What follows belongs to an exercise in optimizing a design on an open flow for small area and a short achievable clock period; a production flow would make more cautious choices.
The RTL was checked by simulation tests, not by an equivalence proof against the original design.
No activity file was given, so power comes from the tool's default toggle rates.

Setup of alpha:
==> module z_bit, before the edit <==
module z_bit(
    input  s_add, s_sub, s_and, s_or, s_addi,
    input  sum, diff, a, b, x0, x1,
    output nz0, nz1
);
    wire n1 = ~((s_add & sum) | (s_sub & diff));
    wire n2 = ~((s_and & a & b) | (s_or & (a | b)));
    assign nz0 = n1 & n2 & ~(s_addi & x0);
    assign nz1 = n1 & n2 & ~(s_addi & x1);
endmodule
==> module smips_core, before the edit <==
module smips_core(
    input clk,
    input reset,
    output [31:0] imem_addr,
    input  [31:0] imem_rdata,
    output [31:0] dmem_addr,
    output [31:0] dmem_wdata,
    output        dmem_we,
    input  [31:0] dmem_rdata
);
    wire [5:0]  op    = imem_rdata[31:26];
    wire [4:0]  rs    = imem_rdata[25:21];
    wire [4:0]  rt    = imem_rdata[20:16];
    wire [4:0]  rd    = imem_rdata[15:11];
    wire [5:0]  funct = imem_rdata[5:0];
    wire [15:0] imm   = imem_rdata[15:0];
    reg  [31:0] A, B;
    reg  [29:0] pc;      
    wire is_r   = op == 6'b000000;
    wire is_lw  = op == 6'b100011;
    wire is_sw  = op == 6'b101011;
    wire is_beq = op == 6'b000100;
    wire [1:0] sel_add, sel_sub, sel_and, sel_or, sel_addi;
    ctrl_dec u_dec0(.op(op), .funct(funct), .s_add(sel_add[0]), .s_sub(sel_sub[0]),
                    .s_and(sel_and[0]), .s_or(sel_or[0]), .s_addi(sel_addi[0]));
    ctrl_dec u_dec1(.op(op), .funct(funct), .s_add(sel_add[1]), .s_sub(sel_sub[1]),
                    .s_and(sel_and[1]), .s_or(sel_or[1]), .s_addi(sel_addi[1]));
    wire [31:0] y_add, y_sub;
    add_bk #(32) u_add(.a(A), .b(B),  .ci(1'b0), .s(y_add));
    add_bk #(32) u_sub(.a(A), .b(~B), .ci(1'b1), .s(y_sub));
    wire [15:0] nc_lo;
    wire        nc16b;
    carry16 u_addi(.a(A[15:0]), .b(imm), .nc(nc_lo), .nc16(nc16b));
    wire [15:0] p_lo  = A[15:0] ^ imm;
    wire [15:0] a_hi  = A[31:16];
    wire [15:0] a_inc = a_hi + 16'd1;
    wire [15:0] a_dec = a_hi - 16'd1;
    wire [31:0] x0 = {imm[15] ? a_dec : a_hi, p_lo};
    wire [31:0] x1 = {imm[15] ? a_hi : a_inc, ~p_lo};
    wire [31:0] ncy = {{8{nc16b}}, {8{nc_lo[15]}}, nc_lo[14:0], 1'b1};
    wire [31:0] nz0, nz1, y;
    genvar k;
    generate
        for (k = 0; k < 32; k = k + 1) begin : ym
            z_bit uz(.s_add(sel_add[k/16]), .s_sub(sel_sub[k/16]), .s_and(sel_and[k/16]),
                     .s_or(sel_or[k/16]), .s_addi(sel_addi[k/16]), .sum(y_add[k]), .diff(y_sub[k]), .a(A[k]), .b(B[k]),
                     .x0(x0[k]), .x1(x1[k]), .nz0(nz0[k]), .nz1(nz1[k]));
            if (k == 0) begin : b0
                assign y[k] = ~nz0[k];
            end else begin : bk
                y_mux u(.nc(ncy[k]), .nz0(nz0[k]), .nz1(nz1[k]), .y(y[k]));
            end
        end
    endgenerate
    assign imem_addr  = {pc, 2'b00};
    assign dmem_addr  = y;
    assign dmem_wdata = B;
    assign dmem_we    = is_sw;
    wire        taken  = is_beq & (y_sub == 32'd0);   
    wire [29:0] pc_inc = pc + 30'd1;
    wire [30:0] pc_br  = {pc, 1'b1} + {{14{imm[15]}}, imm, 1'b1};
    always @(posedge clk)
        if (reset)      pc <= 30'd0;
        else if (taken) pc <= pc_br[30:1];
        else            pc <= pc_inc;
    wire        we = is_r | is_lw;
    wire [4:0]  wa = is_r ? rd : rt;
    wire [31:0] wd = reset ? 32'd0 : (is_lw ? dmem_rdata : y);
    reg  [31:0] rf [0:31];
    genvar g, b;
    generate
        for (g = 0; g < 32; g = g + 1) begin : regs
            wire wen = reset | (we & (wa == g));
            always @(posedge clk)
                if (wen) rf[g] <= wd;
        end
    endgenerate
    wire [31:0] sel_a, sel_b, a_d, b_d;
    rf_dec u_deca(.a(rs), .dis(reset), .y(sel_a));
    rf_dec u_decb(.a(rt), .dis(reset), .y(sel_b));
    generate
        for (b = 0; b < 32; b = b + 1) begin : rdp
            wire [31:0] col;
            for (g = 0; g < 32; g = g + 1) begin : c
                assign col[g] = rf[g][b];
            end
            rf_rdbit ua(.sel(sel_a), .d(col), .q(a_d[b]));
            rf_rdbit ub(.sel(sel_b), .d(col), .q(b_d[b]));
        end
    endgenerate
    always @(posedge clk) begin
        A <= a_d;
        B <= b_d;
    end
endmodule
==> flow/config.mk <==
export PLATFORM = sky130hd
export DESIGN_NAME = smips_core
export DESIGN_NICKNAME = smips_core
export VERILOG_FILES = /design/flow/design.v
export SDC_FILE = /design/flow/constraint.sdc
export NUM_CORES = 4
export LEC_CHECK = 0
export CAP_MARGIN = 20
export CELL_PAD_IN_SITES_DETAIL_PLACEMENT = 1
export CORE_MARGIN = 2
export CORE_UTILIZATION = 40
export PLACE_DENSITY = 0.5
export SETUP_SLACK_MARGIN = 4.8
export SLEW_MARGIN = 20
export SYNTH_HIERARCHICAL = 1
export SYNTH_MINIMUM_KEEP_SIZE = 0
==> flow/constraint.sdc <==
create_clock -name core_clock -period 11.0 [get_ports {clk}]
set_input_delay 2.2000 -clock core_clock [delete_from_list [all_inputs] [get_ports {clk}]]
set_output_delay 2.2000 -clock core_clock [all_outputs]
set_load 0.01 [all_outputs]
standard.sh (not shown) runs the stock make flow with config.mk's settings and CLKGATE_MAP_FILE= SYNTH_SCRIPT=/design/flow/synth_recipe.tcl, a recipe that flattens the netlist after the stock synthesis.
==> flow/flow/run.sh <==
#!/bin/bash
# Standard ORFS layout (the standard.sh) with three changes:
#  - input/output ports buffered with buf_1 instead of the resizer's default pick
#  - clock tree: sink clusters of up to 25 within 100 um, clkbuf_8/16 only, no dummy loads
# Each tool's output stays in orfs/logs; make's own output goes to standard.log.
set -euo pipefail
export BUFFER_PORTS_ARGS="-buffer_cell sky130_fd_sc_hd__buf_1"
export CTS_ARGS="-sink_clustering_enable -repair_clock_nets -dont_use_dummy_load -sink_clustering_size 25 -sink_clustering_max_diameter 100 -buf_list {sky130_fd_sc_hd__clkbuf_8 sky130_fd_sc_hd__clkbuf_16}"
bash standard.sh > standard.log 2>&1
Changes in beta relative to alpha:
-- flow/design.v --
<<< alpha, line 10
    assign y = ~(nc ? nz0 : nz1);
endmodule
module z_bit(
    input  s_add, s_sub, s_and, s_or, s_addi,
>>> beta, line 10
    assign y = ~(nc ? nz0 : nz1);
endmodule
module zb_n(input s0, d0, s1, d1, output y);
    assign y = ~((s0 & d0) | (s1 & d1));
endmodule
module zb_t(input n1, n2, s_addi, x0, x1, output nz0, nz1);
    assign nz0 = n1 & n2 & ~(s_addi & x0);
    assign nz1 = n1 & n2 & ~(s_addi & x1);
endmodule
module z_bit(
    input  s_add, s_sub, s_and, s_or, s_addi,
<<< alpha, line 15
    output nz0, nz1
);
    wire n1 = ~((s_add & sum) | (s_sub & diff));
    wire n2 = ~((s_and & a & b) | (s_or & (a | b)));
    assign nz0 = n1 & n2 & ~(s_addi & x0);
    assign nz1 = n1 & n2 & ~(s_addi & x1);
endmodule
module add_bk #(parameter N = 32) (
>>> beta, line 22
    output nz0, nz1
);
    wire n1, n2;
    zb_n u1(.s0(s_add), .d0(sum), .s1(s_sub), .d1(diff), .y(n1));
    zb_n u2(.s0(s_and), .d0(a & b), .s1(s_or), .d1(a | b), .y(n2));
    zb_t ut(.n1(n1), .n2(n2), .s_addi(s_addi), .x0(x0), .x1(x1), .nz0(nz0), .nz1(nz1));
endmodule
module add_bk #(parameter N = 32) (
<<< alpha, line 147
    assign nc = g4;
endmodule
module rf_aoi222(input s0, d0, s1, d1, s2, d2, output y);
    assign y = ~((s0 & d0) | (s1 & d1) | (s2 & d2));
>>> beta, line 154
    assign nc = g4;
endmodule
module br_taken(
    input  [5:0]  op,
    input  [31:0] a,
    input  [31:0] b,
    output        taken
);
    assign taken = (op == 6'b000100) & (a == b);
endmodule
module rf_aoi222(input s0, d0, s1, d1, s2, d2, output y);
    assign y = ~((s0 & d0) | (s1 & d1) | (s2 & d2));
<<< alpha, line 232
    assign dmem_wdata = B;
    assign dmem_we    = is_sw;
    wire        taken  = is_beq & (y_sub == 32'd0);   
    wire [29:0] pc_inc = pc + 30'd1;
    wire [30:0] pc_br  = {pc, 1'b1} + {{14{imm[15]}}, imm, 1'b1};
    always @(posedge clk)
        if (reset)      pc <= 30'd0;
        else if (taken) pc <= pc_br[30:1];
        else            pc <= pc_inc;
    wire        we = is_r | is_lw;
    wire [4:0]  wa = is_r ? rd : rt;
>>> beta, line 247
    assign dmem_wdata = B;
    assign dmem_we    = is_sw;
    wire        taken;
    br_taken u_br(.op(op), .a(A), .b(B), .taken(taken));
    wire [29:0] pc_off  = taken ? {{14{imm[15]}}, imm} : 30'd0;
    wire [30:0] pc_sum  = {pc, 1'b1} + {pc_off, 1'b1};
    always @(posedge clk)
        if (reset) pc <= 30'd0;
        else       pc <= pc_sum[30:1];
    wire        we = is_r | is_lw;
    wire [4:0]  wa = is_r ? rd : rt;
==> comparison <==
beta reached the end of the flow, and the finished layout is clean on the timing, design-rule and antenna checks. When the final numbers for alpha and beta were put side by side, the routability congestion estimate turned out to be greater in beta. alpha has higher cell count than beta. beta against alpha: clock power essentially unchanged; non-clock buffer count went down 29; setup slack after layout saw an increase; global-route track usage on met1 climbed 2.1 points. Taking alpha as the reference, in beta wire length on met2 went down 2.9%, mean routed wirelength per cell held. Between alpha and beta, the flow reports non-clock inverter count in the final layout decreasing by more than 10%. Between beta and alpha, the footprint of the flip-flops and latches figures differ only marginally. Cell area after placement delta (alpha -> beta): insignificant.

## separate check: timing with driven ports
The flow's constraints put no driver on any port. The routed layouts listed below were extracted and timed again, unchanged, in two steps. Step 1: set_driving_cell puts a clkbuf_16 on clk and a buf_2 on each other input, an assumption about the parent block. Step 2 times the ports against the registers' clock, not the clock port: input delays grow and output delays shrink by t, the midpoint of the rising clock arrivals with the driver on. a / b / c = ideal ports / drivers / drivers and shift; a / b = the first two.
| run | shift t [ns] | setup WS [ns] | latest minus earliest clock arrival (ns) | cell pins on the clock port's net |
|---|---|---|---|---|
| alpha | 0.760 | 4.604 / 4.552 / 4.552 | 0.091 / 0.092 | 1 |
| beta | 0.748 | 4.664 / 4.611 / 4.583 | 0.071 / 0.072 | 1 |
After both steps setup and hold are still met in every run listed. For beta, which loses most, drivers alone change the setup slack by -0.053 ns; drivers and shift together by -0.081 ns.
